This design comes from an exercise in tuning for small area, a short achievable clock period and few clock cycles per item on the open sky130 flow, not from production work.
Where RTL was checked, it was by simulation tests only, not by an equivalence proof against the original.

==> run Y <==
==> flow/design.v <==
module Divider(CLK, CS, WE, SN, AD, DI, DO, DONE);
    input CLK;
    input CS;
    input WE;
    input SN;
    input AD;
    input [17:0] DI;
    output DONE;
    output [17:0] DO;
    reg [17:0] R;        
    reg [17:0] D;        
    reg [17:0] Q;        
    reg [4:0]  K;        
    reg [4:0]  L;        
    reg        busy;
    reg        first;
    reg        neg_quo;
    reg        neg_rem;
    function [4:0] lzc;
        input [17:0] x;
        integer i;
        begin
            lzc = 5'd18;
            for (i = 0; i < 18; i = i + 1)
                if (x[i]) lzc = 5'd17 - i;
        end
    endfunction
    wire        wr_n = CS & WE & ~AD;
    wire        wr_d = CS & WE & AD;
    wire        neg_in = SN & DI[17];
    wire [17:0] mag_in = neg_in ? (~DI + 18'd1) : DI;
    wire        d_zero = (DI == 18'd0);
    wire        neg_q_in = neg_quo ^ neg_in;
    wire [4:0]  kk = K - L;
    wire        q_zero = first & (K < L);            
    wire        align = first & (K > L);
    wire        step = busy & ~first | first & (K == L);
    wire        pre = first & neg_quo;               
    wire [18:0] sg [0:5];
    wire [18:0] sp [0:5];
    assign sg[0] = {R & ~D, 1'b1};
    assign sp[0] = {R ^ ~D, 1'b0};
    genvar l, i;
    generate for (l = 0; l < 5; l = l + 1) begin : lv
        for (i = 0; i < 19; i = i + 1) begin : b
            if ((i >> l) & 1) begin : m
                localparam integer j = ((i >> l) << l) - 1;
                assign sg[l+1][i] = sg[l][i] | (sp[l][i] & sg[l][j]);
                assign sp[l+1][i] = sp[l][i] & sp[l][j];
            end else begin : t
                assign sg[l+1][i] = sg[l][i];
                assign sp[l+1][i] = sp[l][i];
            end
        end
    end endgenerate
    wire [17:0] diff = sp[0][18:1] ^ sg[5][17:0];
    wire        c = sg[5][18];                   
    assign DONE = ~busy | q_zero;
    wire [17:0] quo_out = Q ^ {18{neg_quo}};
    wire [17:0] rem_out = neg_rem ? (~R + 18'd1) : R;
    assign DO = AD ? rem_out : quo_out;
    always @(posedge CLK) begin
        if (wr_n)
            R <= mag_in;
        else if ((step | pre) & c)
            R <= diff;
        if (wr_d)
            D <= mag_in;
        else if (align)
            D <= D << kk;
        else
            D <= D >> 1;
        if (wr_d)
            Q <= {{17{d_zero | neg_q_in}}, d_zero ^ neg_q_in};
        else if (step)
            Q <= {Q[16:0] & ~{17{pre & c}}, c ^ pre};
        else if (align)
            Q <= 18'd0;
        L <= lzc(R);
        if (wr_d)
            K <= lzc(mag_in);
        else if (first)
            K <= kk;
        else
            K <= K - 5'd1;
        if (wr_d) begin
            busy <= ~d_zero;
            first <= ~d_zero;
        end
        else begin
            if (q_zero | step & (first | (K == 5'd0))) busy <= 1'b0;
            first <= 1'b0;
        end
        if (wr_n) begin
            neg_quo <= neg_in;
            neg_rem <= neg_in;
        end
        else if (wr_d)
            neg_quo <= neg_q_in;
    end
endmodule
==> flow/flow/run.sh <==
#!/bin/bash
# The standard layout (the standard.sh, unchanged synthesis and steps),
# with the port buffers that buffer_ports inserts made plain buf_2 cells
# instead of the delay buffers it picks by default.
set -euo pipefail
export BUFFER_PORTS_ARGS="-buffer_cell sky130_fd_sc_hd__buf_2"
bash standard.sh > standard.log 2>&1
==> flow/standard.sh <==
#!/bin/bash
# synth_recipe.tcl (not shown) runs the flow's synth.tcl, then flattens the netlist and writes it again
# the make line also repeats each setting of config.mk as NAME=value (left out here)
make -C /OpenROAD-flow-scripts/flow DESIGN_CONFIG=/design/flow/config.mk WORK_HOME=/design/flow/orfs CLKGATE_MAP_FILE= SYNTH_SCRIPT=/design/flow/synth_recipe.tcl "${@:-finish}"
==> flow/config.mk <==
export PLATFORM = sky130hd
export DESIGN_NAME = Divider
export DESIGN_NICKNAME = Divider
export VERILOG_FILES = /design/flow/design.v
export SDC_FILE = /design/flow/constraint.sdc
export NUM_CORES = 4
export LEC_CHECK = 0
export ABC_CLOCK_PERIOD_IN_PS = 3500
export CAP_MARGIN = 20
export CORE_MARGIN = 2
export CORE_UTILIZATION = 75
export PLACE_DENSITY = 0.85
export SETUP_SLACK_MARGIN = 1.5
export SLEW_MARGIN = 20
==> flow/constraint.sdc <==
create_clock -name core_clock -period 5.0 [get_ports {CLK}]
set_input_delay 1.0000 -clock core_clock [delete_from_list [all_inputs] [get_ports {CLK}]]
set_output_delay 1.0000 -clock core_clock [all_outputs]
set_load 0.01 [all_outputs]
==> inputs of run C, as changes to run Y <==
==> flow/design.v (replaced) <==
module Divider(CLK, CS, WE, SN, AD, DI, DO, DONE);
    input CLK;
    input CS;
    input WE;
    input SN;
    input AD;
    input [17:0] DI;
    output DONE;
    output [17:0] DO;
    reg [17:0] R;        
    reg [17:0] D;        
    reg [17:0] Q;        
    reg [4:0]  K;        
    reg        busy;
    reg        first;
    reg        neg_quo;
    reg        neg_rem;
    function [4:0] lzc;
        input [17:0] x;
        integer i;
        begin
            lzc = 5'd18;
            for (i = 0; i < 18; i = i + 1)
                if (x[i]) lzc = 5'd17 - i;
        end
    endfunction
    wire        wr_n = CS & WE & ~AD;
    wire        wr_d = CS & WE & AD;
    wire        neg_in = SN & DI[17];
    wire [17:0] mag_in = neg_in ? (~DI + 18'd1) : DI;
    wire [5:0]  lz = {1'b0, lzc(D)} - {1'b0, lzc(R)};
    wire        align = first & ~lz[5] & (lz[4:0] != 5'd0);
    wire [18:0] diff = {1'b0, R} - {1'b0, D};
    wire        c = ~diff[18];
    wire        step = busy & ~align;
    assign DONE = ~busy | (first & ~c);    
    wire [17:0] quo_out = neg_quo ? (~Q + 18'd1) : Q;
    wire [17:0] rem_out = neg_rem ? (~R + 18'd1) : R;
    assign DO = AD ? rem_out : quo_out;
    always @(posedge CLK) begin
        if (wr_n)
            R <= mag_in;
        else if (step & c)
            R <= diff[17:0];
        if (wr_d)
            D <= mag_in;
        else if (align)
            D <= D << lz[4:0];
        else
            D <= D >> 1;
        if (wr_d)
            Q <= {18{DI == 18'd0}};
        else if (step)
            Q <= {Q[16:0], c};
        K <= align ? lz[4:0] : K - 5'd1;
        if (wr_d) begin
            busy <= (DI != 18'd0);
            first <= 1'b1;
        end
        else begin
            if (step & (first | (K == 5'd0))) busy <= 1'b0;
            first <= 1'b0;
        end
        if (wr_n) begin
            neg_quo <= neg_in;
            neg_rem <= neg_in;
        end
        else if (wr_d)
            neg_quo <= neg_quo ^ neg_in;
    end
endmodule
==> flow/run.sh (new file) <==
#!/bin/bash
# synth_recipe.tcl (not shown) runs the flow's synth.tcl, then flattens the netlist and writes it again
# the make line also repeats each setting of config.mk as NAME=value (left out here)
make -C /OpenROAD-flow-scripts/flow DESIGN_CONFIG=/design/flow/config.mk WORK_HOME=/design/flow/orfs CLKGATE_MAP_FILE= SYNTH_SCRIPT=/design/flow/synth_recipe.tcl finish
Settings changed: ABC_CLOCK_PERIOD_IN_PS 3500 to unset, CORE_UTILIZATION 75 to 60, PLACE_DENSITY 0.85 to 0.7, SETUP_SLACK_MARGIN 1.5 to unset.
removed: flow/flow/run.sh
removed: flow/standard.sh
==> inputs of run F, as changes to run Y <==
--- a/flow/design.v
+++ b/flow/design.v
@@ -9,5 +9,5 @@
     output [17:0] DO;
     reg [17:0] R;        
-    reg [17:0] D;        
+    reg [18:0] D;        
     reg [17:0] Q;        
     reg [4:0]  K;        
@@ -29,16 +29,27 @@
     wire        wr_d = CS & WE & AD;
     wire        neg_in = SN & DI[17];
-    wire [17:0] mag_in = neg_in ? (~DI + 18'd1) : DI;
-    wire        d_zero = (DI == 18'd0);
+    wire        di_zero = (DI == 18'd0);
     wire        neg_q_in = neg_quo ^ neg_in;
+    wire [17:0] por;
+    genvar m;
+    generate for (m = 0; m < 18; m = m + 1) begin : po
+        if (m == 0) begin : z
+            assign por[m] = 1'b0;
+        end else begin : o
+            assign por[m] = |DI[m-1:0];
+        end
+    end endgenerate
+    wire [17:0] nmag = DI ^ ({18{~neg_in}} & por);
+    wire [4:0]  lz_in = lzc(~nmag);              
     wire [4:0]  kk = K - L;
-    wire        q_zero = first & (K < L);            
+    wire        q_zero = first & (K < L);        
     wire        align = first & (K > L);
     wire        step = busy & ~first | first & (K == L);
-    wire        pre = first & neg_quo;               
+    wire        pre = first & neg_quo;           
+    wire [18:0] a = {neg_rem & R[17], R};
     wire [18:0] sg [0:5];
     wire [18:0] sp [0:5];
-    assign sg[0] = {R & ~D, 1'b1};
-    assign sp[0] = {R ^ ~D, 1'b0};
+    assign sg[0] = a & D;
+    assign sp[0] = a ^ D;
     genvar l, i;
     generate for (l = 0; l < 5; l = l + 1) begin : lv
@@ -54,30 +65,32 @@
         end
     end endgenerate
-    wire [17:0] diff = sp[0][18:1] ^ sg[5][17:0];
-    wire        c = sg[5][18];                   
+    wire [17:0] cy = {sg[5][16:0] | (sp[5][16:0] & {17{neg_rem}}), neg_rem};
+    wire [17:0] sum = sp[0][17:0] ^ cy;
+    wire        sign0 = sp[0][18] ^ sg[5][17];   
+    wire        c = sign0 ^ ~neg_rem;            
     assign DONE = ~busy | q_zero;
-    wire [17:0] quo_out = Q ^ {18{neg_quo}};
-    wire [17:0] rem_out = neg_rem ? (~R + 18'd1) : R;
-    assign DO = AD ? rem_out : quo_out;
+    assign DO = AD ? R : Q ^ {18{neg_quo}};
+    wire [37:0] dsh = {D, {19{neg_rem}}} << kk;
     always @(posedge CLK) begin
         if (wr_n)
-            R <= mag_in;
+            R <= DI;
         else if ((step | pre) & c)
-            R <= diff;
+            R <= sum;
         if (wr_d)
-            D <= mag_in;
+            D <= {1'b1, nmag} ^ {19{neg_rem}};
         else if (align)
-            D <= D << kk;
+            D <= dsh[37:19];
         else
-            D <= D >> 1;
+            D <= {D[18], D[18:1]};
         if (wr_d)
-            Q <= {{17{d_zero | neg_q_in}}, d_zero ^ neg_q_in};
+            Q <= {{17{di_zero | neg_q_in}}, di_zero ^ neg_q_in};
         else if (step)
             Q <= {Q[16:0] & ~{17{pre & c}}, c ^ pre};
         else if (align)
             Q <= 18'd0;
-        L <= lzc(R);
+        if (wr_n)
+            L <= di_zero ? 5'd18 : lz_in;
         if (wr_d)
-            K <= lzc(mag_in);
+            K <= lz_in;
         else if (first)
             K <= kk;
@@ -85,6 +98,6 @@
             K <= K - 5'd1;
         if (wr_d) begin
-            busy <= ~d_zero;
-            first <= ~d_zero;
+            busy <= ~di_zero;
+            first <= ~di_zero;
         end
         else begin
Settings changed: ABC_CLOCK_PERIOD_IN_PS 3500 to unset, CORE_UTILIZATION 75 to 50, PLACE_DENSITY 0.85 to 0.6, SETUP_SLACK_MARGIN 1.5 to 1.9.
==> inputs of run M, as changes to run Y <==
--- a/flow/design.v
+++ b/flow/design.v
@@ -9,5 +9,5 @@
     output [17:0] DO;
     reg [17:0] R;        
-    reg [17:0] D;        
+    reg [18:0] D;        
     reg [17:0] Q;        
     reg [4:0]  K;        
@@ -29,16 +29,27 @@
     wire        wr_d = CS & WE & AD;
     wire        neg_in = SN & DI[17];
-    wire [17:0] mag_in = neg_in ? (~DI + 18'd1) : DI;
-    wire        d_zero = (DI == 18'd0);
+    wire        di_zero = (DI == 18'd0);
     wire        neg_q_in = neg_quo ^ neg_in;
+    wire [17:0] por;
+    genvar m;
+    generate for (m = 0; m < 18; m = m + 1) begin : po
+        if (m == 0) begin : z
+            assign por[m] = 1'b0;
+        end else begin : o
+            assign por[m] = |DI[m-1:0];
+        end
+    end endgenerate
+    wire [17:0] nmag = DI ^ ({18{~neg_in}} & por);
+    wire [4:0]  lz_in = lzc(~nmag);              
     wire [4:0]  kk = K - L;
-    wire        q_zero = first & (K < L);            
+    wire        q_zero = first & (K < L);        
     wire        align = first & (K > L);
     wire        step = busy & ~first | first & (K == L);
-    wire        pre = first & neg_quo;               
+    wire        pre = first & neg_quo;           
+    wire [18:0] a = {neg_rem & R[17], R};
     wire [18:0] sg [0:5];
     wire [18:0] sp [0:5];
-    assign sg[0] = {R & ~D, 1'b1};
-    assign sp[0] = {R ^ ~D, 1'b0};
+    assign sg[0] = a & D;
+    assign sp[0] = a ^ D;
     genvar l, i;
     generate for (l = 0; l < 5; l = l + 1) begin : lv
@@ -54,30 +65,32 @@
         end
     end endgenerate
-    wire [17:0] diff = sp[0][18:1] ^ sg[5][17:0];
-    wire        c = sg[5][18];                   
+    wire [17:0] cy = {sg[5][16:0] | (sp[5][16:0] & {17{neg_rem}}), neg_rem};
+    wire [17:0] sum = sp[0][17:0] ^ cy;
+    wire        sign0 = sp[0][18] ^ sg[5][17];   
+    wire        c = sign0 ^ ~neg_rem;            
     assign DONE = ~busy | q_zero;
-    wire [17:0] quo_out = Q ^ {18{neg_quo}};
-    wire [17:0] rem_out = neg_rem ? (~R + 18'd1) : R;
-    assign DO = AD ? rem_out : quo_out;
+    assign DO = AD ? R : Q ^ {18{neg_quo}};
+    wire [37:0] dsh = {D, {19{neg_rem}}} << kk;
     always @(posedge CLK) begin
         if (wr_n)
-            R <= mag_in;
+            R <= DI;
         else if ((step | pre) & c)
-            R <= diff;
+            R <= sum;
         if (wr_d)
-            D <= mag_in;
+            D <= {1'b1, nmag} ^ {19{neg_rem}};
         else if (align)
-            D <= D << kk;
+            D <= dsh[37:19];
         else
-            D <= D >> 1;
+            D <= {D[18], D[18:1]};
         if (wr_d)
-            Q <= {{17{d_zero | neg_q_in}}, d_zero ^ neg_q_in};
+            Q <= {{17{di_zero | neg_q_in}}, di_zero ^ neg_q_in};
         else if (step)
             Q <= {Q[16:0] & ~{17{pre & c}}, c ^ pre};
         else if (align)
             Q <= 18'd0;
-        L <= lzc(R);
+        if (wr_n)
+            L <= di_zero ? 5'd18 : lz_in;
         if (wr_d)
-            K <= lzc(mag_in);
+            K <= lz_in;
         else if (first)
             K <= kk;
@@ -85,6 +98,6 @@
             K <= K - 5'd1;
         if (wr_d) begin
-            busy <= ~d_zero;
-            first <= ~d_zero;
+            busy <= ~di_zero;
+            first <= ~di_zero;
         end
         else begin
Settings changed: ABC_CLOCK_PERIOD_IN_PS 3500 to unset, CORE_UTILIZATION 75 to 60, PLACE_DENSITY 0.85 to 0.7, SETUP_SLACK_MARGIN 1.5 to 2.0.
==> results.txt <==
* Most frequent cell after synthesis: nand2_1
* Synth cell types at 64
* Worst-path cell chain: inv_1 > ha_1 > inv_1 > fa_1 > buf_12 > clkinvlp_4 > buf_4 > mux2i_1 > mux4_2 > nand2_1 > a311oi_1 > a21o_1
* Cts repair resizes at 7
* Initial Util at 51.0%
* Seq area share at 25.7%
* Critical-path top delay cell: fa_1
* Seq_cells at 69
* M1 WL at 9.57 mm
* Outcome: finished clean
* CP Class: register to register
* Met2 usage at 46.9%
* Critical Path AT at 3170 ps
* Fmax at 326 MHz
[end of results for run F]
==> results.txt <==
* Most frequent cell after synthesis: nand2_1
* Fmax at 215 MHz
* Met2 usage at 55.6%
* M1 WL at 7.95 mm
* Synth cell types at 74
* Seq_cells at 63
* Initial Util at 61.0%
* Outcome: finished clean
[end of results for run C]
==> results.txt <==
* Outcome: finished clean
* Initial Util at 76.4%
* Cts repair resizes at 5
* Worst-path cell chain: nor4_4 > nand3_1 > o41ai_2 > xnor2_1 > a21oi_1 > buf_2
* Top cells by count, synth: nor2_1, a21oi_1, nand2_1
* Fmax at 282 MHz
* Synth cell types at 66
* Seq area share at 26.5%
* Critical Path AT at 2550 ps
* Most frequent cell after synthesis: nor2_1
* M1 WL at 6.92 mm
* Synth warnings at 1
* Met2 usage at 64.2%
* Seq_cells at 68
* Critical-path top delay cell: edfxtp_1
[end of results for run Y]
==> results.txt <==
* M1 WL at 8.49 mm
* Worst-path cell chain: inv_2 > ha_4 > inv_1 > fa_2 > buf_12 > clkinvlp_4 > buf_8 > mux2i_1 > mux4_2 > nand2_1 > a311oi_2 > a21o_1
* Met2 usage at 55.6%
* Final setup margin at 1970 ps
* Critical Path AT at 3160 ps
* Most frequent cell after synthesis: nand2_1
* Layout cell share with drive strength beyond 1 at 17.5%
* Top cells by count, synth: nand2_1, o21ai_0, xnor2_1
* Number of well taps at 136
* Seq_cells at 69
* Initial Util at 61.8%
* Synth cell types at 64
* Outcome: finished clean
* Fmax at 330 MHz
[end of results for run M]
Testbench counts of run Y, summed over its fixed seeds: cycles 10,057, items 2,400.
Testbench counts of run F, summed over its fixed seeds: cycles 10,107, items 2,400.
Testbench counts of run M, summed over its fixed seeds: cycles 10,107, items 2,400.
For run C, only the layout was checked, not whether the RTL still works.

separate check: timing with driven ports:
No port has a modelled driver above. Below, the same layouts with a new extraction and two added sets of constraints.
Step 1, drivers: a clkbuf_16 drives CLK and a buf_2 each remaining input, both assumed.
Step 2 also shifts input and output timing later by t, the mid clock arrival at the registers, as if the neighbouring blocks saw the same clock.
Three values: ideal ports, drivers, drivers and shift; two values: the first two.
run | shift t [ns] | setup WS [ns] | worst data-port slew with drivers (ns) | cell pins on the clock port's net
run Y | 0.401 | 1.449 / 1.417 / 1.246 | 0.03 | 1
run C | 0.391 | 0.342 / 0.342 / 0.342 | 0.04 | 1
run F | 0.374 | 1.929 / 1.929 / 1.647 | 0.03 | 1
run M | 0.405 | 1.969 / 1.956 / 1.741 | 0.03 | 1
After both steps every run listed still meets setup and hold. For run F, which loses most, drivers alone change the setup slack by 0.000 ns; drivers and shift together by -0.282 ns.
